This is an optimization exercise on Yosys and OpenROAD, whose aim is small area, not a production implementation. Function was not checked in any run shown here: the RTL went through the layout flow alone.

### design/flow/config.mk
export PLATFORM = sky130hd
export DESIGN_NAME = bdot256
export DESIGN_NICKNAME = bdot256
export VERILOG_FILES = /design/flow/design.v
export SDC_FILE = /design/flow/constraint.sdc
export NUM_CORES = 4
export LEC_CHECK = 0
export CAP_MARGIN = 20
export CORE_MARGIN = 2
export CORE_UTILIZATION = 45
export PLACE_DENSITY = 0.6
export SLEW_MARGIN = 20
### design/flow/run.sh
#!/bin/bash
# synth_recipe.tcl (not shown) runs the flow's synth.tcl, then flattens the netlist and writes it again
# the make line also repeats each setting of config.mk as NAME=value (left out here)
make -C /OpenROAD-flow-scripts/flow DESIGN_CONFIG=/design/flow/config.mk WORK_HOME=/design/flow/orfs CLKGATE_MAP_FILE= SYNTH_SCRIPT=/design/flow/synth_recipe.tcl finish
### design/flow/constraint.sdc
create_clock -name core_clock -period 5.0 [get_ports {clk}]
set_input_delay 1.0000 -clock core_clock [delete_from_list [all_inputs] [get_ports {clk}]]
set_output_delay 1.0000 -clock core_clock [all_outputs]
set_load 0.01 [all_outputs]
### design/flow/design.v
module shiftReg # ( 
  parameter DATA_WIDTH = 16,
  parameter MAX_FANOUT = 256
) (
  clk,
  rst,
  ena,
  in_data,
  out_data
);
  input   wire                       clk;
  input   wire                       rst;
  input   wire                       ena;
  input   wire   [DATA_WIDTH-1:0]    in_data;
  output         [DATA_WIDTH-1:0]    out_data;
  reg [DATA_WIDTH-1:0] out_data;
  always @(posedge clk) begin
    if(rst) begin
      out_data <= 0;
    end else if(ena) begin
      out_data <= in_data;
    end 
  end
endmodule
module nBit_mLength_shiftRegister #(
  parameter DATA_WIDTH = 16,
  parameter DELAY_LENGTH = 1,
  parameter MAX_FANOUT = 256
) (
  clk,
  rst,
  ena,
  data_in,
  data_out
);
  input   wire                        clk;
  input   wire                        rst;
  input   wire                        ena;
  input   wire    [DATA_WIDTH-1:0]    data_in;
  output  wire    [DATA_WIDTH-1:0]    data_out;
  wire [DATA_WIDTH-1:0] shift_mem [0:DELAY_LENGTH+1];
  generate
    if(DELAY_LENGTH <= 0) begin
      assign data_out = data_in;
    end else begin
      assign data_out     = shift_mem[DELAY_LENGTH];
      assign shift_mem[0] = data_in;
    end
  endgenerate
  genvar i;
  generate
    for (i=0; i<DELAY_LENGTH; i=i+1) begin
      shiftReg # ( DATA_WIDTH, MAX_FANOUT ) PIPELINE_REG (
        .clk        (clk),
        .rst        (rst),
        .ena        (ena),
        .in_data    (shift_mem[i]),
        .out_data   (shift_mem[i+1])
      );
    end
  endgenerate
endmodule	
module bdot256 #(
  parameter DATA_WIDTH = 1,
  parameter ACCU_WIDTH = 32,
  parameter VECTOR_LENGTH = 256,
  parameter MULT_LATENCY = 3,
  parameter INPUT_DELAY = 1,
  parameter TREE_DELAY = 1,
  parameter OUT_DELAY = 1,
  parameter ROW_NUM = 1
) (
  input  wire         clk,
  input  wire         rst,
  input  wire         ena,
  input  wire [31:0]  acc_reg,
  input  wire [255:0] a_in,
  input  wire [255:0] b_in,
  output wire [31:0]  result
);
  wire en = ena & ~rst;
  wire [255:0] x = a_in ~^ b_in;
  wire fs0 = x[0] ^ x[100] ^ x[101];
  wire fc0 = (x[0] & x[100]) | (x[0] & x[101]) | (x[100] & x[101]);
  wire fs1 = x[102] ^ x[103] ^ x[104];
  wire fc1 = (x[102] & x[103]) | (x[102] & x[104]) | (x[103] & x[104]);
  wire fs2 = x[105] ^ x[106] ^ x[107];
  wire fc2 = (x[105] & x[106]) | (x[105] & x[107]) | (x[106] & x[107]);
  wire fs3 = x[108] ^ x[109] ^ x[10];
  wire fc3 = (x[108] & x[109]) | (x[108] & x[10]) | (x[109] & x[10]);
  wire fs4 = x[110] ^ x[111] ^ x[112];
  wire fc4 = (x[110] & x[111]) | (x[110] & x[112]) | (x[111] & x[112]);
  wire fs5 = x[113] ^ x[114] ^ x[115];
  wire fc5 = (x[113] & x[114]) | (x[113] & x[115]) | (x[114] & x[115]);
  wire fs6 = x[116] ^ x[117] ^ x[118];
  wire fc6 = (x[116] & x[117]) | (x[116] & x[118]) | (x[117] & x[118]);
  wire fs7 = x[119] ^ x[11] ^ x[120];
  wire fc7 = (x[119] & x[11]) | (x[119] & x[120]) | (x[11] & x[120]);
  wire fs8 = x[121] ^ x[122] ^ x[123];
  wire fc8 = (x[121] & x[122]) | (x[121] & x[123]) | (x[122] & x[123]);
  wire fs9 = x[124] ^ x[125] ^ x[126];
  wire fc9 = (x[124] & x[125]) | (x[124] & x[126]) | (x[125] & x[126]);
  wire fs10 = x[127] ^ x[128] ^ x[129];
  wire fc10 = (x[127] & x[128]) | (x[127] & x[129]) | (x[128] & x[129]);
  wire fs11 = x[12] ^ x[130] ^ x[131];
  wire fc11 = (x[12] & x[130]) | (x[12] & x[131]) | (x[130] & x[131]);
  wire fs12 = x[132] ^ x[133] ^ x[134];
  wire fc12 = (x[132] & x[133]) | (x[132] & x[134]) | (x[133] & x[134]);
  wire fs13 = x[135] ^ x[136] ^ x[137];
  wire fc13 = (x[135] & x[136]) | (x[135] & x[137]) | (x[136] & x[137]);
  wire fs14 = x[138] ^ x[139] ^ x[13];
  wire fc14 = (x[138] & x[139]) | (x[138] & x[13]) | (x[139] & x[13]);
  wire fs15 = x[140] ^ x[141] ^ x[142];
  wire fc15 = (x[140] & x[141]) | (x[140] & x[142]) | (x[141] & x[142]);
  wire fs16 = x[143] ^ x[144] ^ x[145];
  wire fc16 = (x[143] & x[144]) | (x[143] & x[145]) | (x[144] & x[145]);
  wire fs17 = x[146] ^ x[147] ^ x[148];
  wire fc17 = (x[146] & x[147]) | (x[146] & x[148]) | (x[147] & x[148]);
  wire fs18 = x[149] ^ x[14] ^ x[150];
  wire fc18 = (x[149] & x[14]) | (x[149] & x[150]) | (x[14] & x[150]);
  wire fs19 = x[151] ^ x[152] ^ x[153];
  wire fc19 = (x[151] & x[152]) | (x[151] & x[153]) | (x[152] & x[153]);
  wire fs20 = x[154] ^ x[155] ^ x[156];
  wire fc20 = (x[154] & x[155]) | (x[154] & x[156]) | (x[155] & x[156]);
  wire fs21 = x[157] ^ x[158] ^ x[159];
  wire fc21 = (x[157] & x[158]) | (x[157] & x[159]) | (x[158] & x[159]);
  wire fs22 = x[15] ^ x[160] ^ x[161];
  wire fc22 = (x[15] & x[160]) | (x[15] & x[161]) | (x[160] & x[161]);
  wire fs23 = x[162] ^ x[163] ^ x[164];
  wire fc23 = (x[162] & x[163]) | (x[162] & x[164]) | (x[163] & x[164]);
  wire fs24 = x[165] ^ x[166] ^ x[167];
  wire fc24 = (x[165] & x[166]) | (x[165] & x[167]) | (x[166] & x[167]);
  wire fs25 = x[168] ^ x[169] ^ x[16];
  wire fc25 = (x[168] & x[169]) | (x[168] & x[16]) | (x[169] & x[16]);
  wire fs26 = x[170] ^ x[171] ^ x[172];
  wire fc26 = (x[170] & x[171]) | (x[170] & x[172]) | (x[171] & x[172]);
  wire fs27 = x[173] ^ x[174] ^ x[175];
  wire fc27 = (x[173] & x[174]) | (x[173] & x[175]) | (x[174] & x[175]);
  wire fs28 = x[176] ^ x[177] ^ x[178];
  wire fc28 = (x[176] & x[177]) | (x[176] & x[178]) | (x[177] & x[178]);
  wire fs29 = x[179] ^ x[17] ^ x[180];
  wire fc29 = (x[179] & x[17]) | (x[179] & x[180]) | (x[17] & x[180]);
  wire fs30 = x[181] ^ x[182] ^ x[183];
  wire fc30 = (x[181] & x[182]) | (x[181] & x[183]) | (x[182] & x[183]);
  wire fs31 = x[184] ^ x[185] ^ x[186];
  wire fc31 = (x[184] & x[185]) | (x[184] & x[186]) | (x[185] & x[186]);
  wire fs32 = x[187] ^ x[188] ^ x[189];
  wire fc32 = (x[187] & x[188]) | (x[187] & x[189]) | (x[188] & x[189]);
  wire fs33 = x[18] ^ x[190] ^ x[191];
  wire fc33 = (x[18] & x[190]) | (x[18] & x[191]) | (x[190] & x[191]);
  wire fs34 = x[192] ^ x[193] ^ x[194];
  wire fc34 = (x[192] & x[193]) | (x[192] & x[194]) | (x[193] & x[194]);
  wire fs35 = x[195] ^ x[196] ^ x[197];
  wire fc35 = (x[195] & x[196]) | (x[195] & x[197]) | (x[196] & x[197]);
  wire fs36 = x[198] ^ x[199] ^ x[19];
  wire fc36 = (x[198] & x[199]) | (x[198] & x[19]) | (x[199] & x[19]);
  wire fs37 = x[1] ^ x[200] ^ x[201];
  wire fc37 = (x[1] & x[200]) | (x[1] & x[201]) | (x[200] & x[201]);
  wire fs38 = x[202] ^ x[203] ^ x[204];
  wire fc38 = (x[202] & x[203]) | (x[202] & x[204]) | (x[203] & x[204]);
  wire fs39 = x[205] ^ x[206] ^ x[207];
  wire fc39 = (x[205] & x[206]) | (x[205] & x[207]) | (x[206] & x[207]);
  wire fs40 = x[208] ^ x[209] ^ x[20];
  wire fc40 = (x[208] & x[209]) | (x[208] & x[20]) | (x[209] & x[20]);
  wire fs41 = x[210] ^ x[211] ^ x[212];
  wire fc41 = (x[210] & x[211]) | (x[210] & x[212]) | (x[211] & x[212]);
  wire fs42 = x[213] ^ x[214] ^ x[215];
  wire fc42 = (x[213] & x[214]) | (x[213] & x[215]) | (x[214] & x[215]);
  wire fs43 = x[216] ^ x[217] ^ x[218];
  wire fc43 = (x[216] & x[217]) | (x[216] & x[218]) | (x[217] & x[218]);
  wire fs44 = x[219] ^ x[21] ^ x[220];
  wire fc44 = (x[219] & x[21]) | (x[219] & x[220]) | (x[21] & x[220]);
  wire fs45 = x[221] ^ x[222] ^ x[223];
  wire fc45 = (x[221] & x[222]) | (x[221] & x[223]) | (x[222] & x[223]);
  wire fs46 = x[224] ^ x[225] ^ x[226];
  wire fc46 = (x[224] & x[225]) | (x[224] & x[226]) | (x[225] & x[226]);
  wire fs47 = x[227] ^ x[228] ^ x[229];
  wire fc47 = (x[227] & x[228]) | (x[227] & x[229]) | (x[228] & x[229]);
  wire fs48 = x[22] ^ x[230] ^ x[231];
  wire fc48 = (x[22] & x[230]) | (x[22] & x[231]) | (x[230] & x[231]);
  wire fs49 = x[232] ^ x[233] ^ x[234];
  wire fc49 = (x[232] & x[233]) | (x[232] & x[234]) | (x[233] & x[234]);
  wire fs50 = x[235] ^ x[236] ^ x[237];
  wire fc50 = (x[235] & x[236]) | (x[235] & x[237]) | (x[236] & x[237]);
  wire fs51 = x[238] ^ x[239] ^ x[23];
  wire fc51 = (x[238] & x[239]) | (x[238] & x[23]) | (x[239] & x[23]);
  wire fs52 = x[240] ^ x[241] ^ x[242];
  wire fc52 = (x[240] & x[241]) | (x[240] & x[242]) | (x[241] & x[242]);
  wire fs53 = x[243] ^ x[244] ^ x[245];
  wire fc53 = (x[243] & x[244]) | (x[243] & x[245]) | (x[244] & x[245]);
  wire fs54 = x[246] ^ x[247] ^ x[248];
  wire fc54 = (x[246] & x[247]) | (x[246] & x[248]) | (x[247] & x[248]);
  wire fs55 = x[249] ^ x[24] ^ x[250];
  wire fc55 = (x[249] & x[24]) | (x[249] & x[250]) | (x[24] & x[250]);
  wire fs56 = x[251] ^ x[252] ^ x[253];
  wire fc56 = (x[251] & x[252]) | (x[251] & x[253]) | (x[252] & x[253]);
  wire fs57 = x[254] ^ x[255] ^ x[25];
  wire fc57 = (x[254] & x[255]) | (x[254] & x[25]) | (x[255] & x[25]);
  wire fs58 = x[26] ^ x[27] ^ x[28];
  wire fc58 = (x[26] & x[27]) | (x[26] & x[28]) | (x[27] & x[28]);
  wire fs59 = x[29] ^ x[2] ^ x[30];
  wire fc59 = (x[29] & x[2]) | (x[29] & x[30]) | (x[2] & x[30]);
  wire fs60 = x[31] ^ x[32] ^ x[33];
  wire fc60 = (x[31] & x[32]) | (x[31] & x[33]) | (x[32] & x[33]);
  wire fs61 = x[34] ^ x[35] ^ x[36];
  wire fc61 = (x[34] & x[35]) | (x[34] & x[36]) | (x[35] & x[36]);
  wire fs62 = x[37] ^ x[38] ^ x[39];
  wire fc62 = (x[37] & x[38]) | (x[37] & x[39]) | (x[38] & x[39]);
  wire fs63 = x[3] ^ x[40] ^ x[41];
  wire fc63 = (x[3] & x[40]) | (x[3] & x[41]) | (x[40] & x[41]);
  wire fs64 = x[42] ^ x[43] ^ x[44];
  wire fc64 = (x[42] & x[43]) | (x[42] & x[44]) | (x[43] & x[44]);
  wire fs65 = x[45] ^ x[46] ^ x[47];
  wire fc65 = (x[45] & x[46]) | (x[45] & x[47]) | (x[46] & x[47]);
  wire fs66 = x[48] ^ x[49] ^ x[4];
  wire fc66 = (x[48] & x[49]) | (x[48] & x[4]) | (x[49] & x[4]);
  wire fs67 = x[50] ^ x[51] ^ x[52];
  wire fc67 = (x[50] & x[51]) | (x[50] & x[52]) | (x[51] & x[52]);
  wire fs68 = x[53] ^ x[54] ^ x[55];
  wire fc68 = (x[53] & x[54]) | (x[53] & x[55]) | (x[54] & x[55]);
  wire fs69 = x[56] ^ x[57] ^ x[58];
  wire fc69 = (x[56] & x[57]) | (x[56] & x[58]) | (x[57] & x[58]);
  wire fs70 = x[59] ^ x[5] ^ x[60];
  wire fc70 = (x[59] & x[5]) | (x[59] & x[60]) | (x[5] & x[60]);
  wire fs71 = x[61] ^ x[62] ^ x[63];
  wire fc71 = (x[61] & x[62]) | (x[61] & x[63]) | (x[62] & x[63]);
  wire fs72 = x[64] ^ x[65] ^ x[66];
  wire fc72 = (x[64] & x[65]) | (x[64] & x[66]) | (x[65] & x[66]);
  wire fs73 = x[67] ^ x[68] ^ x[69];
  wire fc73 = (x[67] & x[68]) | (x[67] & x[69]) | (x[68] & x[69]);
  wire fs74 = x[6] ^ x[70] ^ x[71];
  wire fc74 = (x[6] & x[70]) | (x[6] & x[71]) | (x[70] & x[71]);
  wire fs75 = x[72] ^ x[73] ^ x[74];
  wire fc75 = (x[72] & x[73]) | (x[72] & x[74]) | (x[73] & x[74]);
  wire fs76 = x[75] ^ x[76] ^ x[77];
  wire fc76 = (x[75] & x[76]) | (x[75] & x[77]) | (x[76] & x[77]);
  wire fs77 = x[78] ^ x[79] ^ x[7];
  wire fc77 = (x[78] & x[79]) | (x[78] & x[7]) | (x[79] & x[7]);
  wire fs78 = x[80] ^ x[81] ^ x[82];
  wire fc78 = (x[80] & x[81]) | (x[80] & x[82]) | (x[81] & x[82]);
  wire fs79 = x[83] ^ x[84] ^ x[85];
  wire fc79 = (x[83] & x[84]) | (x[83] & x[85]) | (x[84] & x[85]);
  wire fs80 = x[86] ^ x[87] ^ x[88];
  wire fc80 = (x[86] & x[87]) | (x[86] & x[88]) | (x[87] & x[88]);
  wire fs81 = x[89] ^ x[8] ^ x[90];
  wire fc81 = (x[89] & x[8]) | (x[89] & x[90]) | (x[8] & x[90]);
  wire fs82 = x[91] ^ x[92] ^ x[93];
  wire fc82 = (x[91] & x[92]) | (x[91] & x[93]) | (x[92] & x[93]);
  wire fs83 = x[94] ^ x[95] ^ x[96];
  wire fc83 = (x[94] & x[95]) | (x[94] & x[96]) | (x[95] & x[96]);
  wire fs84 = x[97] ^ x[98] ^ x[99];
  wire fc84 = (x[97] & x[98]) | (x[97] & x[99]) | (x[98] & x[99]);
  wire fs85 = x[9] ^ fs0 ^ fs1;
  wire fc85 = (x[9] & fs0) | (x[9] & fs1) | (fs0 & fs1);
  wire fs86 = fs10 ^ fs11 ^ fs12;
  wire fc86 = (fs10 & fs11) | (fs10 & fs12) | (fs11 & fs12);
  wire fs87 = fs13 ^ fs14 ^ fs15;
  wire fc87 = (fs13 & fs14) | (fs13 & fs15) | (fs14 & fs15);
  wire fs88 = fs16 ^ fs17 ^ fs18;
  wire fc88 = (fs16 & fs17) | (fs16 & fs18) | (fs17 & fs18);
  wire fs89 = fs19 ^ fs2 ^ fs20;
  wire fc89 = (fs19 & fs2) | (fs19 & fs20) | (fs2 & fs20);
  wire fs90 = fs21 ^ fs22 ^ fs23;
  wire fc90 = (fs21 & fs22) | (fs21 & fs23) | (fs22 & fs23);
  wire fs91 = fs24 ^ fs25 ^ fs26;
  wire fc91 = (fs24 & fs25) | (fs24 & fs26) | (fs25 & fs26);
  wire fs92 = fs27 ^ fs28 ^ fs29;
  wire fc92 = (fs27 & fs28) | (fs27 & fs29) | (fs28 & fs29);
  wire fs93 = fs3 ^ fs30 ^ fs31;
  wire fc93 = (fs3 & fs30) | (fs3 & fs31) | (fs30 & fs31);
  wire fs94 = fs32 ^ fs33 ^ fs34;
  wire fc94 = (fs32 & fs33) | (fs32 & fs34) | (fs33 & fs34);
  wire fs95 = fs35 ^ fs36 ^ fs37;
  wire fc95 = (fs35 & fs36) | (fs35 & fs37) | (fs36 & fs37);
  wire fs96 = fs38 ^ fs39 ^ fs4;
  wire fc96 = (fs38 & fs39) | (fs38 & fs4) | (fs39 & fs4);
  wire fs97 = fs40 ^ fs41 ^ fs42;
  wire fc97 = (fs40 & fs41) | (fs40 & fs42) | (fs41 & fs42);
  wire fs98 = fs43 ^ fs44 ^ fs45;
  wire fc98 = (fs43 & fs44) | (fs43 & fs45) | (fs44 & fs45);
  wire fs99 = fs46 ^ fs47 ^ fs48;
  wire fc99 = (fs46 & fs47) | (fs46 & fs48) | (fs47 & fs48);
  wire fs100 = fs49 ^ fs5 ^ fs50;
  wire fc100 = (fs49 & fs5) | (fs49 & fs50) | (fs5 & fs50);
  wire fs101 = fs51 ^ fs52 ^ fs53;
  wire fc101 = (fs51 & fs52) | (fs51 & fs53) | (fs52 & fs53);
  wire fs102 = fs54 ^ fs55 ^ fs56;
  wire fc102 = (fs54 & fs55) | (fs54 & fs56) | (fs55 & fs56);
  wire fs103 = fs57 ^ fs58 ^ fs59;
  wire fc103 = (fs57 & fs58) | (fs57 & fs59) | (fs58 & fs59);
  wire fs104 = fs6 ^ fs60 ^ fs61;
  wire fc104 = (fs6 & fs60) | (fs6 & fs61) | (fs60 & fs61);
  wire fs105 = fs62 ^ fs63 ^ fs64;
  wire fc105 = (fs62 & fs63) | (fs62 & fs64) | (fs63 & fs64);
  wire fs106 = fs65 ^ fs66 ^ fs67;
  wire fc106 = (fs65 & fs66) | (fs65 & fs67) | (fs66 & fs67);
  wire fs107 = fs68 ^ fs69 ^ fs7;
  wire fc107 = (fs68 & fs69) | (fs68 & fs7) | (fs69 & fs7);
  wire fs108 = fs70 ^ fs71 ^ fs72;
  wire fc108 = (fs70 & fs71) | (fs70 & fs72) | (fs71 & fs72);
  wire fs109 = fs73 ^ fs74 ^ fs75;
  wire fc109 = (fs73 & fs74) | (fs73 & fs75) | (fs74 & fs75);
  wire fs110 = fs76 ^ fs77 ^ fs78;
  wire fc110 = (fs76 & fs77) | (fs76 & fs78) | (fs77 & fs78);
  wire fs111 = fs79 ^ fs8 ^ fs80;
  wire fc111 = (fs79 & fs8) | (fs79 & fs80) | (fs8 & fs80);
  wire fs112 = fs81 ^ fs82 ^ fs83;
  wire fc112 = (fs81 & fs82) | (fs81 & fs83) | (fs82 & fs83);
  wire fs113 = fs84 ^ fs9 ^ fs100;
  wire fc113 = (fs84 & fs9) | (fs84 & fs100) | (fs9 & fs100);
  wire fs114 = fs101 ^ fs102 ^ fs103;
  wire fc114 = (fs101 & fs102) | (fs101 & fs103) | (fs102 & fs103);
  wire fs115 = fs104 ^ fs105 ^ fs106;
  wire fc115 = (fs104 & fs105) | (fs104 & fs106) | (fs105 & fs106);
  wire fs116 = fs107 ^ fs108 ^ fs109;
  wire fc116 = (fs107 & fs108) | (fs107 & fs109) | (fs108 & fs109);
  wire fs117 = fs110 ^ fs111 ^ fs112;
  wire fc117 = (fs110 & fs111) | (fs110 & fs112) | (fs111 & fs112);
  wire fs118 = fs85 ^ fs86 ^ fs87;
  wire fc118 = (fs85 & fs86) | (fs85 & fs87) | (fs86 & fs87);
  wire fs119 = fs88 ^ fs89 ^ fs90;
  wire fc119 = (fs88 & fs89) | (fs88 & fs90) | (fs89 & fs90);
  wire fs120 = fs91 ^ fs92 ^ fs93;
  wire fc120 = (fs91 & fs92) | (fs91 & fs93) | (fs92 & fs93);
  wire fs121 = fs94 ^ fs95 ^ fs96;
  wire fc121 = (fs94 & fs95) | (fs94 & fs96) | (fs95 & fs96);
  wire fs122 = fs97 ^ fs98 ^ fs99;
  wire fc122 = (fs97 & fs98) | (fs97 & fs99) | (fs98 & fs99);
  wire fs123 = fs113 ^ fs114 ^ fs115;
  wire fc123 = (fs113 & fs114) | (fs113 & fs115) | (fs114 & fs115);
  wire fs124 = fs116 ^ fs117 ^ fs118;
  wire fc124 = (fs116 & fs117) | (fs116 & fs118) | (fs117 & fs118);
  wire fs125 = fs119 ^ fs120 ^ fs121;
  wire fc125 = (fs119 & fs120) | (fs119 & fs121) | (fs120 & fs121);
  wire fs126 = fs122 ^ fs123 ^ fs124;
  wire fc126 = (fs122 & fs123) | (fs122 & fs124) | (fs123 & fs124);
  wire fs127 = fc0 ^ fc1 ^ fc10;
  wire fc127 = (fc0 & fc1) | (fc0 & fc10) | (fc1 & fc10);
  wire fs128 = fc11 ^ fc12 ^ fc13;
  wire fc128 = (fc11 & fc12) | (fc11 & fc13) | (fc12 & fc13);
  wire fs129 = fc14 ^ fc15 ^ fc16;
  wire fc129 = (fc14 & fc15) | (fc14 & fc16) | (fc15 & fc16);
  wire fs130 = fc17 ^ fc18 ^ fc19;
  wire fc130 = (fc17 & fc18) | (fc17 & fc19) | (fc18 & fc19);
  wire fs131 = fc2 ^ fc20 ^ fc21;
  wire fc131 = (fc2 & fc20) | (fc2 & fc21) | (fc20 & fc21);
  wire fs132 = fc22 ^ fc23 ^ fc24;
  wire fc132 = (fc22 & fc23) | (fc22 & fc24) | (fc23 & fc24);
  wire fs133 = fc25 ^ fc26 ^ fc27;
  wire fc133 = (fc25 & fc26) | (fc25 & fc27) | (fc26 & fc27);
  wire fs134 = fc28 ^ fc29 ^ fc3;
  wire fc134 = (fc28 & fc29) | (fc28 & fc3) | (fc29 & fc3);
  wire fs135 = fc30 ^ fc31 ^ fc32;
  wire fc135 = (fc30 & fc31) | (fc30 & fc32) | (fc31 & fc32);
  wire fs136 = fc33 ^ fc34 ^ fc35;
  wire fc136 = (fc33 & fc34) | (fc33 & fc35) | (fc34 & fc35);
  wire fs137 = fc36 ^ fc37 ^ fc38;
  wire fc137 = (fc36 & fc37) | (fc36 & fc38) | (fc37 & fc38);
  wire fs138 = fc39 ^ fc4 ^ fc40;
  wire fc138 = (fc39 & fc4) | (fc39 & fc40) | (fc4 & fc40);
  wire fs139 = fc41 ^ fc42 ^ fc43;
  wire fc139 = (fc41 & fc42) | (fc41 & fc43) | (fc42 & fc43);
  wire fs140 = fc44 ^ fc45 ^ fc46;
  wire fc140 = (fc44 & fc45) | (fc44 & fc46) | (fc45 & fc46);
  wire fs141 = fc47 ^ fc48 ^ fc49;
  wire fc141 = (fc47 & fc48) | (fc47 & fc49) | (fc48 & fc49);
  wire fs142 = fc5 ^ fc50 ^ fc51;
  wire fc142 = (fc5 & fc50) | (fc5 & fc51) | (fc50 & fc51);
  wire fs143 = fc52 ^ fc53 ^ fc54;
  wire fc143 = (fc52 & fc53) | (fc52 & fc54) | (fc53 & fc54);
  wire fs144 = fc55 ^ fc56 ^ fc57;
  wire fc144 = (fc55 & fc56) | (fc55 & fc57) | (fc56 & fc57);
  wire fs145 = fc58 ^ fc59 ^ fc6;
  wire fc145 = (fc58 & fc59) | (fc58 & fc6) | (fc59 & fc6);
  wire fs146 = fc60 ^ fc61 ^ fc62;
  wire fc146 = (fc60 & fc61) | (fc60 & fc62) | (fc61 & fc62);
  wire fs147 = fc63 ^ fc64 ^ fc65;
  wire fc147 = (fc63 & fc64) | (fc63 & fc65) | (fc64 & fc65);
  wire fs148 = fc66 ^ fc67 ^ fc68;
  wire fc148 = (fc66 & fc67) | (fc66 & fc68) | (fc67 & fc68);
  wire fs149 = fc69 ^ fc7 ^ fc70;
  wire fc149 = (fc69 & fc7) | (fc69 & fc70) | (fc7 & fc70);
  wire fs150 = fc71 ^ fc72 ^ fc73;
  wire fc150 = (fc71 & fc72) | (fc71 & fc73) | (fc72 & fc73);
  wire fs151 = fc74 ^ fc75 ^ fc76;
  wire fc151 = (fc74 & fc75) | (fc74 & fc76) | (fc75 & fc76);
  wire fs152 = fc77 ^ fc78 ^ fc79;
  wire fc152 = (fc77 & fc78) | (fc77 & fc79) | (fc78 & fc79);
  wire fs153 = fc8 ^ fc80 ^ fc81;
  wire fc153 = (fc8 & fc80) | (fc8 & fc81) | (fc80 & fc81);
  wire fs154 = fc82 ^ fc83 ^ fc84;
  wire fc154 = (fc82 & fc83) | (fc82 & fc84) | (fc83 & fc84);
  wire fs155 = fc9 ^ fc100 ^ fc101;
  wire fc155 = (fc9 & fc100) | (fc9 & fc101) | (fc100 & fc101);
  wire fs156 = fc102 ^ fc103 ^ fc104;
  wire fc156 = (fc102 & fc103) | (fc102 & fc104) | (fc103 & fc104);
  wire fs157 = fc105 ^ fc106 ^ fc107;
  wire fc157 = (fc105 & fc106) | (fc105 & fc107) | (fc106 & fc107);
  wire fs158 = fc108 ^ fc109 ^ fc110;
  wire fc158 = (fc108 & fc109) | (fc108 & fc110) | (fc109 & fc110);
  wire fs159 = fc111 ^ fc112 ^ fc85;
  wire fc159 = (fc111 & fc112) | (fc111 & fc85) | (fc112 & fc85);
  wire fs160 = fc86 ^ fc87 ^ fc88;
  wire fc160 = (fc86 & fc87) | (fc86 & fc88) | (fc87 & fc88);
  wire fs161 = fc89 ^ fc90 ^ fc91;
  wire fc161 = (fc89 & fc90) | (fc89 & fc91) | (fc90 & fc91);
  wire fs162 = fc92 ^ fc93 ^ fc94;
  wire fc162 = (fc92 & fc93) | (fc92 & fc94) | (fc93 & fc94);
  wire fs163 = fc95 ^ fc96 ^ fc97;
  wire fc163 = (fc95 & fc96) | (fc95 & fc97) | (fc96 & fc97);
  wire fs164 = fc98 ^ fc99 ^ fs127;
  wire fc164 = (fc98 & fc99) | (fc98 & fs127) | (fc99 & fs127);
  wire fs165 = fs128 ^ fs129 ^ fs130;
  wire fc165 = (fs128 & fs129) | (fs128 & fs130) | (fs129 & fs130);
  wire fs166 = fs131 ^ fs132 ^ fs133;
  wire fc166 = (fs131 & fs132) | (fs131 & fs133) | (fs132 & fs133);
  wire fs167 = fs134 ^ fs135 ^ fs136;
  wire fc167 = (fs134 & fs135) | (fs134 & fs136) | (fs135 & fs136);
  wire fs168 = fs137 ^ fs138 ^ fs139;
  wire fc168 = (fs137 & fs138) | (fs137 & fs139) | (fs138 & fs139);
  wire fs169 = fs140 ^ fs141 ^ fs142;
  wire fc169 = (fs140 & fs141) | (fs140 & fs142) | (fs141 & fs142);
  wire fs170 = fs143 ^ fs144 ^ fs145;
  wire fc170 = (fs143 & fs144) | (fs143 & fs145) | (fs144 & fs145);
  wire fs171 = fs146 ^ fs147 ^ fs148;
  wire fc171 = (fs146 & fs147) | (fs146 & fs148) | (fs147 & fs148);
  wire fs172 = fs149 ^ fs150 ^ fs151;
  wire fc172 = (fs149 & fs150) | (fs149 & fs151) | (fs150 & fs151);
  wire fs173 = fs152 ^ fs153 ^ fs154;
  wire fc173 = (fs152 & fs153) | (fs152 & fs154) | (fs153 & fs154);
  wire fs174 = fc113 ^ fc114 ^ fc115;
  wire fc174 = (fc113 & fc114) | (fc113 & fc115) | (fc114 & fc115);
  wire fs175 = fc116 ^ fc117 ^ fc118;
  wire fc175 = (fc116 & fc117) | (fc116 & fc118) | (fc117 & fc118);
  wire fs176 = fc119 ^ fc120 ^ fc121;
  wire fc176 = (fc119 & fc120) | (fc119 & fc121) | (fc120 & fc121);
  wire fs177 = fc122 ^ fs155 ^ fs156;
  wire fc177 = (fc122 & fs155) | (fc122 & fs156) | (fs155 & fs156);
  wire fs178 = fs157 ^ fs158 ^ fs159;
  wire fc178 = (fs157 & fs158) | (fs157 & fs159) | (fs158 & fs159);
  wire fs179 = fs160 ^ fs161 ^ fs162;
  wire fc179 = (fs160 & fs161) | (fs160 & fs162) | (fs161 & fs162);
  wire fs180 = fs163 ^ fs164 ^ fs165;
  wire fc180 = (fs163 & fs164) | (fs163 & fs165) | (fs164 & fs165);
  wire fs181 = fs166 ^ fs167 ^ fs168;
  wire fc181 = (fs166 & fs167) | (fs166 & fs168) | (fs167 & fs168);
  wire fs182 = fs169 ^ fs170 ^ fs171;
  wire fc182 = (fs169 & fs170) | (fs169 & fs171) | (fs170 & fs171);
  wire fs183 = fs172 ^ fs173 ^ fc123;
  wire fc183 = (fs172 & fs173) | (fs172 & fc123) | (fs173 & fc123);
  wire fs184 = fc124 ^ fc125 ^ fs174;
  wire fc184 = (fc124 & fc125) | (fc124 & fs174) | (fc125 & fs174);
  wire fs185 = fs175 ^ fs176 ^ fs177;
  wire fc185 = (fs175 & fs176) | (fs175 & fs177) | (fs176 & fs177);
  wire fs186 = fs178 ^ fs179 ^ fs180;
  wire fc186 = (fs178 & fs179) | (fs178 & fs180) | (fs179 & fs180);
  wire fs187 = fc127 ^ fc128 ^ fc129;
  wire fc187 = (fc127 & fc128) | (fc127 & fc129) | (fc128 & fc129);
  wire fs188 = fc130 ^ fc131 ^ fc132;
  wire fc188 = (fc130 & fc131) | (fc130 & fc132) | (fc131 & fc132);
  wire fs189 = fc133 ^ fc134 ^ fc135;
  wire fc189 = (fc133 & fc134) | (fc133 & fc135) | (fc134 & fc135);
  wire fs190 = fc136 ^ fc137 ^ fc138;
  wire fc190 = (fc136 & fc137) | (fc136 & fc138) | (fc137 & fc138);
  wire fs191 = fc139 ^ fc140 ^ fc141;
  wire fc191 = (fc139 & fc140) | (fc139 & fc141) | (fc140 & fc141);
  wire fs192 = fc142 ^ fc143 ^ fc144;
  wire fc192 = (fc142 & fc143) | (fc142 & fc144) | (fc143 & fc144);
  wire fs193 = fc145 ^ fc146 ^ fc147;
  wire fc193 = (fc145 & fc146) | (fc145 & fc147) | (fc146 & fc147);
  wire fs194 = fc148 ^ fc149 ^ fc150;
  wire fc194 = (fc148 & fc149) | (fc148 & fc150) | (fc149 & fc150);
  wire fs195 = fc151 ^ fc152 ^ fc153;
  wire fc195 = (fc151 & fc152) | (fc151 & fc153) | (fc152 & fc153);
  wire fs196 = fc154 ^ fc155 ^ fc156;
  wire fc196 = (fc154 & fc155) | (fc154 & fc156) | (fc155 & fc156);
  wire fs197 = fc157 ^ fc158 ^ fc159;
  wire fc197 = (fc157 & fc158) | (fc157 & fc159) | (fc158 & fc159);
  wire fs198 = fc160 ^ fc161 ^ fc162;
  wire fc198 = (fc160 & fc161) | (fc160 & fc162) | (fc161 & fc162);
  wire fs199 = fc163 ^ fc164 ^ fc165;
  wire fc199 = (fc163 & fc164) | (fc163 & fc165) | (fc164 & fc165);
  wire fs200 = fc166 ^ fc167 ^ fc168;
  wire fc200 = (fc166 & fc167) | (fc166 & fc168) | (fc167 & fc168);
  wire fs201 = fc169 ^ fc170 ^ fc171;
  wire fc201 = (fc169 & fc170) | (fc169 & fc171) | (fc170 & fc171);
  wire fs202 = fc172 ^ fc173 ^ fs187;
  wire fc202 = (fc172 & fc173) | (fc172 & fs187) | (fc173 & fs187);
  wire fs203 = fs188 ^ fs189 ^ fs190;
  wire fc203 = (fs188 & fs189) | (fs188 & fs190) | (fs189 & fs190);
  wire fs204 = fs191 ^ fs192 ^ fs193;
  wire fc204 = (fs191 & fs192) | (fs191 & fs193) | (fs192 & fs193);
  wire fs205 = fs194 ^ fs195 ^ fc174;
  wire fc205 = (fs194 & fs195) | (fs194 & fc174) | (fs195 & fc174);
  wire fs206 = fc175 ^ fc176 ^ fc177;
  wire fc206 = (fc175 & fc176) | (fc175 & fc177) | (fc176 & fc177);
  wire fs207 = fc178 ^ fc179 ^ fc180;
  wire fc207 = (fc178 & fc179) | (fc178 & fc180) | (fc179 & fc180);
  wire fs208 = fc181 ^ fc182 ^ fs196;
  wire fc208 = (fc181 & fc182) | (fc181 & fs196) | (fc182 & fs196);
  wire fs209 = fs197 ^ fs198 ^ fs199;
  wire fc209 = (fs197 & fs198) | (fs197 & fs199) | (fs198 & fs199);
  wire fs210 = fs200 ^ fs201 ^ fs202;
  wire fc210 = (fs200 & fs201) | (fs200 & fs202) | (fs201 & fs202);
  wire fs211 = fc187 ^ fc188 ^ fc189;
  wire fc211 = (fc187 & fc188) | (fc187 & fc189) | (fc188 & fc189);
  wire fs212 = fc190 ^ fc191 ^ fc192;
  wire fc212 = (fc190 & fc191) | (fc190 & fc192) | (fc191 & fc192);
  wire fs213 = fc193 ^ fc194 ^ fc195;
  wire fc213 = (fc193 & fc194) | (fc193 & fc195) | (fc194 & fc195);
  wire fs214 = fc196 ^ fc197 ^ fc198;
  wire fc214 = (fc196 & fc197) | (fc196 & fc198) | (fc197 & fc198);
  wire fs215 = fc199 ^ fc200 ^ fc201;
  wire fc215 = (fc199 & fc200) | (fc199 & fc201) | (fc200 & fc201);
  wire fs216 = fc202 ^ fc203 ^ fc204;
  wire fc216 = (fc202 & fc203) | (fc202 & fc204) | (fc203 & fc204);
  wire fs217 = fs211 ^ fs212 ^ fs213;
  wire fc217 = (fs211 & fs212) | (fs211 & fs213) | (fs212 & fs213);
  wire fs218 = fc205 ^ fc206 ^ fc207;
  wire fc218 = (fc205 & fc206) | (fc205 & fc207) | (fc206 & fc207);
  wire fs219 = fc208 ^ fc209 ^ fc210;
  wire fc219 = (fc208 & fc209) | (fc208 & fc210) | (fc209 & fc210);
  wire fs220 = fs214 ^ fs215 ^ fs216;
  wire fc220 = (fs214 & fs215) | (fs214 & fs216) | (fs215 & fs216);
  wire fs221 = fc211 ^ fc212 ^ fc213;
  wire fc221 = (fc211 & fc212) | (fc211 & fc213) | (fc212 & fc213);
  wire fs222 = fc214 ^ fc215 ^ fc216;
  wire fc222 = (fc214 & fc215) | (fc214 & fc216) | (fc215 & fc216);
  reg [32:0] pa;
  always @(posedge clk) if (en) pa <= {fc222, fc221, fs222, fc220, fc219, fc218, fs221, fc217, fs220, fs219, fs218, fs217, fs210, fs209, fs208, fs207, fs206, fs205, fc186, fc185, fc184, fc183, fs204, fs203, fs186, fs185, fs184, fs183, fc126, fs182, fs181, fs126, fs125};
  wire [31:0] r1 = acc_reg - 32'd256 + ({31'd0, pa[0]} << 1) + ({31'd0, pa[1]} << 1) + ({31'd0, pa[2]} << 2) + ({31'd0, pa[3]} << 2) + ({31'd0, pa[4]} << 2) + ({31'd0, pa[5]} << 2) + ({31'd0, pa[6]} << 2) + ({31'd0, pa[7]} << 2) + ({31'd0, pa[8]} << 2) + ({31'd0, pa[9]} << 3) + ({31'd0, pa[10]} << 3) + ({31'd0, pa[11]} << 3) + ({31'd0, pa[12]} << 3) + ({31'd0, pa[13]} << 3) + ({31'd0, pa[14]} << 3) + ({31'd0, pa[15]} << 3) + ({31'd0, pa[16]} << 3) + ({31'd0, pa[17]} << 3) + ({31'd0, pa[18]} << 3) + ({31'd0, pa[19]} << 3) + ({31'd0, pa[20]} << 3) + ({31'd0, pa[21]} << 4) + ({31'd0, pa[22]} << 4) + ({31'd0, pa[23]} << 4) + ({31'd0, pa[24]} << 4) + ({31'd0, pa[25]} << 5) + ({31'd0, pa[26]} << 5) + ({31'd0, pa[27]} << 5) + ({31'd0, pa[28]} << 5) + ({31'd0, pa[29]} << 5) + ({31'd0, pa[30]} << 5) + ({31'd0, pa[31]} << 6) + ({31'd0, pa[32]} << 6);
  reg [31:0] d1, d2, d3, d4, d5, d6, d7, d8;
  always @(posedge clk) if (en) begin
    d1 <= r1; d2 <= d1; d3 <= d2; d4 <= d3;
    d5 <= d4; d6 <= d5; d7 <= d6; d8 <= d7;
  end
  assign result = d8;
endmodule
==> run summary, run 1 <==
* Top cell type by total area after synthesis: edfxtp_1
* DR iter-0 viols at 580
* Setup TNS at 0 ps
* Die width at 215 um
* Yosys warnings at 1
* H-tree lvl count at 1
* Detail Route Antenna Nets at 0
* Slew margin rel. at 62.5%
* Critical path type: in2reg
* Via-to-Cell Ratio at 4.65
* Max-Cap Viols at 0
* Area growth syn-to-layout at 39.3%
* Worst Hold Class: reg2reg
* Synth top area share at 43.3%
* DRC at 0
* Nature of the critical path endpoint: register
* Worst Path Arrival at 5180 ps
* Top post-synthesis cells by area: edfxtp_1 (43%), fa_1 (25%), ha_1 (8.6%)
* Fin crit share at 98.5%
* R2r startpoint: pa[29]
* Mapped cell area at 20000 um2
* Pin count of the biggest net entering global routing at 60
* Mapped Cells at 1411
* First-pass DRT Iterations at 4
* Reg clk slew, reported paths at 60 ps
* Most common cell in the netlist: edfxtp_1
* CTS tree: built
* CORE AREA at 44100 um2
* Routability Congestion at 0.941
* GRT Resource Usage Total at 25.7%
* Pre-CTS setup slack at -884 ps
* IO Port Bufs at 578
* Fraction of layout cells with a size suffix above 1 at 6.56%
* Die Span Y at 215 um
* Total Nets Final at 2992
* Vias in the first global route at 13800
* Rows at 77
* CP Launch Type: input port
* Number of synthesized flops with an enable pin at 289
* Worst Path Required at 5250 ps
* Sink Count at 289
* Clock skew at 25.5 ps
* Hold_buf cts at 0
* Grt ovf at 0
* Worst skew pair latency at 530 ps
* Syn Nets at 2345
* CTS Buf Count at 27
* Unrepaired setup endpoints after global routing: yes
* Total vias in the final route at 12400
* Clock period minus worst slack at 4920 ps
* Most frequent cells after synthesis: edfxtp_1 (289), inv_1 (272), fa_1 (250)
* First-pass GRT wire length at 85900 um
* Worst Path Max Fanout at 3
* Hold Violations, Final at 0
* DR WL/cell at 21.8 um
* Starting density of the core at 45.4%
* Number of I/O pins at 579
* Synth unique cells at 54
* Ys async rst share at 0%
* Total Wirelength at 58400 um
* Most common flop cell mapped by yosys: edfxtp_1
* Final WS setup at 75.3 ps
* Synthesized flop and latch total at 289
* Count of endpoints failing setup in the final report at 0
* Worst slew pin tran at 561 ps
* Hold path start: d4[12]
* Worst setup path startpoint: acc_reg[5]
* Die area at 46200 um2
* Syn Area/Cell at 14.2 um2
* Worst slack on hold paths at 407 ps
* Sequential fraction of the synthesis area at 43.3%
* Status: timing/DRC/antenna clean
* Detailed Place HPWL at 51900 um
* Longest Clk Path Bufs at 3
* Max-slew violations at 0
* Root Buffer: clkbuf_16
* Antenna violations before repair at 17
* Max Freq at 203 MHz
==> layout by cell type (no fill, tap or decap), types with 4 or more instances in the layout <==
master and n:
inv_1 263, edfxtp_1 289, clkbuf_16 27, diode_2 12, a21oi_2 4, ha_1 133, o21a_1 4, nor2_1 18
a21oi_1 22, nand2_1 24, nand4_1 4, clkinv_2 4, fa_2 7, a21o_1 9, inv_2 8, a211oi_1 4
buf_12 5, nor3_1 4, buf_4 42, fa_1 243, xnor2_1 96, xor2_1 193, clkbuf_1 6, o21ai_0 12
clkdlybuf4s50_1 574, clkinv_1 5
==> what timing repair did <==
action	in CTS	in global routing
resized for setup	28	23
gates cloned	0	0
endpoints found under the hold margin	0	0
pin swaps	19	26
buffers inserted	0	1
setup endpoints to repair	21	13
==> cells by family (layout without fill, tap and decap cells) <==
group	Yosys count	in the layout	share of synthesized area, %
other cells	0	12	0
compound gates	84	84	2.86
simple gates	80	80	2.20
mux	2	2	0.106
flops	289	289	43.3
buf+inv	280	941	5.39
xor+xnor	289	289	12.6
fa+ha+maj	387	387	33.5
==> metrics by stage <==
step,area (um2),utilization [%],instances
2_1_floorplan,20100,-,1411
3_3_place_gp,27000,61.1,2619
3_5_place_dp,27000,61.1,2619
4_1_cts,27800,63.0,2662
5_1_grt,27900,63.2,2668
6_report,27900,63.3,2676
==> cell type report <==
| class | count | area, um2 |
|---|---|---|
| fillers | 3405 | 16200 |
| multi-input cells | 842 | 10500 |
| flip-flops and latches | 289 | 8680 |
| repair buffers | 626 | 6210 |
| inverters | 272 | 1030 |
| well taps | 592 | 741 |
| clock buffers | 33 | 698 |
| clock inverters | 10 | 47.5 |
| diodes | 12 | 30.0 |
==> flip-flops by register name (all words and copies together) (netlist names) <==
signal	flops
d7	32
pa	33
d4	32
d1	32
d2	32
d5	32
d3	32
d6	32
d8	32
==> critical path: stages <==
cell and delay, ps:
buf_8 80, inv_8 30, fa_1 520, fa_1 430, fa_1 490, inv_1 50, fa_1 450, fa_1 530
ha_4 210, a21o_1 200, a21oi_2 230, a31oi_4 120, o2111a_1 290, nor3_4 260, o21bai_1 120, xor2_1 150
==> layer usage <==
layer,global-route usage (%),part of all wire (%)
met2,43.9,50
met1,35.3,43
met5,0,0.11
met3,4.43,6.0
met4,3.61,0.98
==> final timing paths <==
path | end | slack, ps | depth (start not counted)
worst max register to register | d1[25] | 140 | 15
worst max-delay path | d1[25] | 80 | 16
worst min-delay path | d5[12] | 410 | 0
worst min register to register | d5[12] | 410 | 0
==> run 2, diff against run 1 <==
--- a/design/flow/design.v
+++ b/design/flow/design.v
@@ -81,3 +81,3 @@
   wire en = ena & ~rst;
-  wire [255:0] x = a_in ~^ b_in;
+  wire [255:0] x = a_in ^ b_in;
   wire fs0 = x[0] ^ x[100] ^ x[101];
@@ -530,3 +530,53 @@
   always @(posedge clk) if (en) pa <= {fc222, fc221, fs222, fc220, fc219, fc218, fs221, fc217, fs220, fs219, fs218, fs217, fs210, fs209, fs208, fs207, fs206, fs205, fc186, fc185, fc184, fc183, fs204, fs203, fs186, fs185, fs184, fs183, fc126, fs182, fs181, fs126, fs125};
-  wire [31:0] r1 = acc_reg - 32'd256 + ({31'd0, pa[0]} << 1) + ({31'd0, pa[1]} << 1) + ({31'd0, pa[2]} << 2) + ({31'd0, pa[3]} << 2) + ({31'd0, pa[4]} << 2) + ({31'd0, pa[5]} << 2) + ({31'd0, pa[6]} << 2) + ({31'd0, pa[7]} << 2) + ({31'd0, pa[8]} << 2) + ({31'd0, pa[9]} << 3) + ({31'd0, pa[10]} << 3) + ({31'd0, pa[11]} << 3) + ({31'd0, pa[12]} << 3) + ({31'd0, pa[13]} << 3) + ({31'd0, pa[14]} << 3) + ({31'd0, pa[15]} << 3) + ({31'd0, pa[16]} << 3) + ({31'd0, pa[17]} << 3) + ({31'd0, pa[18]} << 3) + ({31'd0, pa[19]} << 3) + ({31'd0, pa[20]} << 3) + ({31'd0, pa[21]} << 4) + ({31'd0, pa[22]} << 4) + ({31'd0, pa[23]} << 4) + ({31'd0, pa[24]} << 4) + ({31'd0, pa[25]} << 5) + ({31'd0, pa[26]} << 5) + ({31'd0, pa[27]} << 5) + ({31'd0, pa[28]} << 5) + ({31'd0, pa[29]} << 5) + ({31'd0, pa[30]} << 5) + ({31'd0, pa[31]} << 6) + ({31'd0, pa[32]} << 6);
+  wire fs223 = pa[2] ^ pa[3] ^ pa[4];
+  wire fc223 = (pa[2] & pa[3]) | (pa[2] & pa[4]) | (pa[3] & pa[4]);
+  wire fs224 = pa[5] ^ pa[6] ^ pa[7];
+  wire fc224 = (pa[5] & pa[6]) | (pa[5] & pa[7]) | (pa[6] & pa[7]);
+  wire fs225 = pa[9] ^ pa[10] ^ pa[11];
+  wire fc225 = (pa[9] & pa[10]) | (pa[9] & pa[11]) | (pa[10] & pa[11]);
+  wire fs226 = pa[12] ^ pa[13] ^ pa[14];
+  wire fc226 = (pa[12] & pa[13]) | (pa[12] & pa[14]) | (pa[13] & pa[14]);
+  wire fs227 = pa[15] ^ pa[16] ^ pa[17];
+  wire fc227 = (pa[15] & pa[16]) | (pa[15] & pa[17]) | (pa[16] & pa[17]);
+  wire fs228 = pa[18] ^ pa[19] ^ pa[20];
+  wire fc228 = (pa[18] & pa[19]) | (pa[18] & pa[20]) | (pa[19] & pa[20]);
+  wire fs229 = pa[21] ^ pa[22] ^ pa[23];
+  wire fc229 = (pa[21] & pa[22]) | (pa[21] & pa[23]) | (pa[22] & pa[23]);
+  wire fs230 = pa[25] ^ pa[26] ^ pa[27];
+  wire fc230 = (pa[25] & pa[26]) | (pa[25] & pa[27]) | (pa[26] & pa[27]);
+  wire fs231 = pa[28] ^ pa[29] ^ pa[30];
+  wire fc231 = (pa[28] & pa[29]) | (pa[28] & pa[30]) | (pa[29] & pa[30]);
+  wire fs232 = fs223 ^ fs224 ^ pa[8];
+  wire fc232 = (fs223 & fs224) | (fs223 & pa[8]) | (fs224 & pa[8]);
+  wire fs233 = fc223 ^ fc224 ^ fs225;
+  wire fc233 = (fc223 & fc224) | (fc223 & fs225) | (fc224 & fs225);
+  wire fs234 = fs226 ^ fs227 ^ fs228;
+  wire fc234 = (fs226 & fs227) | (fs226 & fs228) | (fs227 & fs228);
+  wire fs235 = fc225 ^ fc226 ^ fc227;
+  wire fc235 = (fc225 & fc226) | (fc225 & fc227) | (fc226 & fc227);
+  wire fs236 = fc228 ^ fs229 ^ pa[24];
+  wire fc236 = (fc228 & fs229) | (fc228 & pa[24]) | (fs229 & pa[24]);
+  wire fs237 = fc229 ^ fs230 ^ fs231;
+  wire fc237 = (fc229 & fs230) | (fc229 & fs231) | (fs230 & fs231);
+  wire fs238 = fc230 ^ fc231 ^ pa[31];
+  wire fc238 = (fc230 & fc231) | (fc230 & pa[31]) | (fc231 & pa[31]);
+  wire fs239 = fc232 ^ fs233 ^ fs234;
+  wire fc239 = (fc232 & fs233) | (fc232 & fs234) | (fs233 & fs234);
+  wire fs240 = fc233 ^ fc234 ^ fs235;
+  wire fc240 = (fc233 & fc234) | (fc233 & fs235) | (fc234 & fs235);
+  wire fs241 = fc235 ^ fc236 ^ fs237;
+  wire fc241 = (fc235 & fc236) | (fc235 & fs237) | (fc236 & fs237);
+  wire fs242 = fc237 ^ fs238 ^ pa[32];
+  wire fc242 = (fc237 & fs238) | (fc237 & pa[32]) | (fs238 & pa[32]);
+  wire fs243 = fc239 ^ fs240 ^ fs236;
+  wire fc243 = (fc239 & fs240) | (fc239 & fs236) | (fs240 & fs236);
+  wire fs244 = fc243 ^ fc240 ^ fs241;
+  wire fc244 = (fc243 & fc240) | (fc243 & fs241) | (fc240 & fs241);
+  wire fs245 = fc244 ^ fc241 ^ fs242;
+  wire fc245 = (fc244 & fc241) | (fc244 & fs242) | (fc241 & fs242);
+  wire fs246 = fc245 ^ fc242 ^ fc238;
+  wire fc246 = (fc245 & fc242) | (fc245 & fc238) | (fc242 & fc238);
+  wire [7:0] qa = {fc246, fs246, fs245, fs244, fs243, fs239, fs232, pa[0]};
+  wire [7:0] qb = {1'b0, 1'b0, 1'b0, 1'b0, 1'b0, 1'b0, 1'b0, pa[1]};
+  wire [31:0] r1 = acc_reg + 32'd256 - {qa, 1'b0} - {qb, 1'b0};
   reg [31:0] d1, d2, d3, d4, d5, d6, d7, d8;
==> design/flow/flow/run.sh (new file) <==
#!/bin/bash
# Standard ORFS layout (the standard.sh) with two changes:
#  - Yosys's generic `synth` pass runs with -noabc, so its internal ABC pre-mapping does not
#    scramble the polarity of the full-adder logic before extract_fa (fewer inverters);
#  - the port buffers that buffer_ports inserts on every input and output are buf_1.
set -euo pipefail
bash standard.sh "SYNTH_ARGS=-noabc" "BUFFER_PORTS_ARGS=-buffer_cell sky130_fd_sc_hd__buf_1" finish > standard.log 2>&1
==> design/flow/standard.sh (new file) <==
#!/bin/bash
# synth_recipe.tcl (not shown) runs the flow's synth.tcl, then flattens the netlist and writes it again
# the make line also repeats each setting of config.mk as NAME=value (left out here)
make -C /OpenROAD-flow-scripts/flow DESIGN_CONFIG=/design/flow/config.mk WORK_HOME=/design/flow/orfs CLKGATE_MAP_FILE= SYNTH_SCRIPT=/design/flow/synth_recipe.tcl "${@:-finish}"
removed: design/flow/run.sh
==> run summary, run 2 <==
* Antenna violations before repair at 55 (+38)
* Detail Route Antenna Nets at 0 (unchanged)
* Rows at 72 (-6.5%)
* Sequential fraction of the synthesis area at 48.7% (+5.4 points)
* Top post-synthesis cells by area: edfxtp_1 (49%), fa_1 (28%), xor2_1 (13%)
* Top reg by flops: pa
* Fin area at 22300 um2 (-20%)
* Detailed Place HPWL at 50600 um (-2.5%)
* Worst skew pair latency at 540 ps (about the same)
* Final WS setup at -921 ps (-996 ps)
* WHS Path Cells at 0 (unchanged)
* Most common flop cell mapped by yosys: edfxtp_1
* Max Freq at 169 MHz (-17%)
* Worst Path Arrival at 6190 ps (+1010 ps)
* IO Port Bufs at 578 (unchanged)
* Total vias in the final route at 11300 (-9.5%)
* Hold path start: d5[15]
* Compound-gate portion of the synthesized area at 3.24% (+0.38 points)
* Hold endpoint: d6[15]
* Critical path type: reg2reg
* Hold_buf cts at 0 (unchanged)
* Max reg flops at 33 (unchanged)
* Most frequent cells after synthesis: edfxtp_1 (289), xor2_1 (269), fa_1 (249)
* Simple-Gate Fraction of Synth Area at 1.66% (-0.53 points)
* GRT Resource Usage Total at 27.6% (+1.9 points)
* Syn Area/Cell at 16.4 um2 (+16%)
* Status: complete, but fails checks
* DR WL/cell at 25.0 um (+15%)
* Clock period minus worst slack at 5920 ps (+996 ps)
* Worst Path Required at 5270 ps (+20 ps)
* Mapped cell area at 17800 um2 (-11%)
* Die area at 41200 um2 (-11%)
* DR iter-0 viols at 743 (+28%)
* Routability Congestion at 1.03 (+9.1%)
* Number of synthesized flops with an enable pin at 289 (unchanged)
* Max-Cap Viols at 0 (unchanged)
* DRC at 0 (unchanged)
* R2r setup slk at -920 ps (-1060 ps)
* Starting density of the core at 45.9% (+0.48 points)
* Mapped Cells at 1084 (-23%)
* Synth unique cells at 41 (-24%)
* Count of endpoints failing setup in the final report at 24 (+24)
* Fin crit share at 118% (+20 points)
* Total Nets Final at 2569 (-14%)
* Synth Area in XOR/XNOR at 13.9% (+1.3 points)
* Clock skew at 27.3 ps (+1.75 ps)
* First-pass GRT wire length at 78500 um (-8.6%)
* Reg clk slew, reported paths at 60 ps (about the same)
* Fraction of layout cells with a size suffix above 1 at 8.17% (+1.6 points)
* Nature of the critical path endpoint: register
* Ys async rst share at 0% (unchanged)
* Sink Count at 289 (unchanged)
* Post-synthesis mux area share at 0.0632% (-0.043 points)
* Leading cell type in the layout, fill and taps excluded: buf_1
* Depth of the worst register-to-register path at 21 (+6)
* Worst slack on hold paths at 406 ps (-1.07 ps)
* CTS tree: built
* H-tree lvl count at 1 (unchanged)
* Die width at 203 um (-5.6%)
* First-pass DRT Iterations at 4 (unchanged)
* Synth top area share at 48.7% (+5.4 points)
* Syn Nets at 1924 (-18%)
* Most common cell in the netlist: edfxtp_1
* Pin count of the biggest net entering global routing at 85 (+42%)
* Longest Clk Path Bufs at 3 (unchanged)
* Synthesized flop and latch total at 289 (unchanged)
* Number of I/O pins at 579 (unchanged)
* Via-to-Cell Ratio at 4.93 (+5.9%)
* Root Buffer: clkbuf_16
* Worst setup path startpoint: pa[11]
* CP Launch Type: register
* RR Endpoint: d1[30]
* Unrepaired setup endpoints after global routing: yes
* Most frequent cells in the layout: buf_1 (578), edfxtp_1 (289), xor2_1 (269)
* Main combinational cell family by area after synthesis: adder cells
* Area growth syn-to-layout at 25.4%
* Slew margin rel. at 54.8% (-7.7 points)
* CTS Buf Count at 29 (+7.4%)
* Yosys warnings at 1 (unchanged)
* Total Wirelength at 57300 um (-1.9%)
* Adder-cell share of the synthesized area at 31.1% (-2.5 points)
* R2r startpoint: pa[11]
* Worst slew pin tran at 676 ps (+115 ps)
* Top cell type by total area after synthesis: edfxtp_1
* Vias in the first global route at 11800 (-14%)
* Grt ovf at 0 (unchanged)
* Worst Hold Class: reg2reg
* Setup TNS at -16290 ps (-16290 ps)
* Worst Path Max Fanout at 5 (+2)
* Max-slew violations at 0 (unchanged)
* Placed instance area at 21000 um2 (-22%)
* Layout check failures: negative setup slack
* CORE AREA at 38800 um2 (-12%)
* Hold Violations, Final at 0 (unchanged)
* Die Span Y at 203 um (-5.6%)
==> run 2: cell types whose count changed in the layout (fill, tap and decap cells not counted), sizes merged, moves of 76 or more <==
cell           change
xnor2             -82
inv              -219
xor2              +76
clkdlybuf4s50    -574
ha                -93
buf              +574
==> run 2: how the worst max path moves through the flow <==
stage          endpoint  slack, ps  cells past startpoint
2_1_floorplan    d1[29]       -870                     19
3_3_place_gp     d1[29]      -1100                     18
3_5_place_dp     d1[29]      -1230                     18
4_1_cts          d1[29]       -900                     18
5_1_grt          d1[30]      -1110                     20
6_report         d1[30]       -920                     21
==> run 2: timing repair <==
item,in CTS,in global routing
pin swaps,24,13
setup buffers,11,3
setup endpoints to repair,24,25
resized for setup,39,23
==> run 2: through the flow <==
step,setup slack (ps),util [%],instances
6_report,-921,57.5,2286
5_1_grt,-1110,57.5,2281
4_1_cts,-896,57.1,2267
3_5_place_dp,-1230,54.1,2208
3_3_place_gp,-1100,54.1,2208
2_1_floorplan,-871,-,1084
==> run 2: logic make-up (layout without fill, tap and decap cells) <==
logic type | count (synthesis) | after routing
fa+ha+maj | 293 | 293
compound gates | 90 | 90
flops | 289 | 289
other cells | 0 | 18
simple gates | 66 | 66
xor+xnor | 283 | 283
buf+inv | 62 | 728
mux | 1 | 1
==> run 2: final cells by class <==
cell class	instances	area, um2
diodes	18	45.0
fillers	3185	16500
clock buffers	35	748
multi-input cells	733	9220
well taps	518	648
repair buffers	623	2610
inverters	53	201
clock inverters	17	185
flip-flops and latches	289	8680
==> run 2: critical path, stage by stage, from the launching register on <==
cell	delay, ps
edfxtp_1	410
fa_2	410
fa_1	580
fa_1	430
fa_2	350
fa_2	350
fa_2	340
fa_1	440
ha_2	190
fa_1	490
inv_2	50
ha_4	220
buf_6	120
buf_6	130
nand3_4	90
a21oi_4	70
buf_6	130
a21oi_4	160
a21oi_4	90
a311oi_2	290
o21ai_1	130
xor2_1	150
==> run 2: layer usage <==
metal	part of all wire [%]	vias to the layer above	GRT usage [%]
li1	-	5034	-
met1	39	5579	35.6
met2	47	499	42.7
met3	9.4	114	9.60
met4	3.7	38	11.5
met5	0.35	-	0

[port drivers added, routing unchanged]
No port has a modelled driver above. Below, the same layouts with a new extraction and two added sets of constraints. Step 1: set_driving_cell puts a clkbuf_16 on clk and a buf_2 on each other input, an assumption about the parent block. Step 2 adds t to the input delays and takes it off the output delays; t is the mean of the earliest and latest rising clock arrival at the registers after step 1. Input paths then give back, and output paths get back, about the clock's delay inside the block. Slacks: ideal / step 1 / step 2; pairs: ideal / step 1.
run | t (ns) | setup slack, ns | hold WS [ns] | worst setup path after step 2 | cell pins on the clock port's net
run 1 | 0.562 | 0.075 / 0.067 / -0.495 | 0.407 / 0.407 / 0.407 | input to register | 1
run 2 | 0.564 | -0.921 / -0.921 / -0.921 | 0.406 / 0.406 / 0.406 | register to register | 1
Met with ideal ports but missed after step 2: setup timing in run 1. For run 1, which loses most, drivers alone change the setup slack by -0.008 ns; drivers and shift together by -0.570 ns.
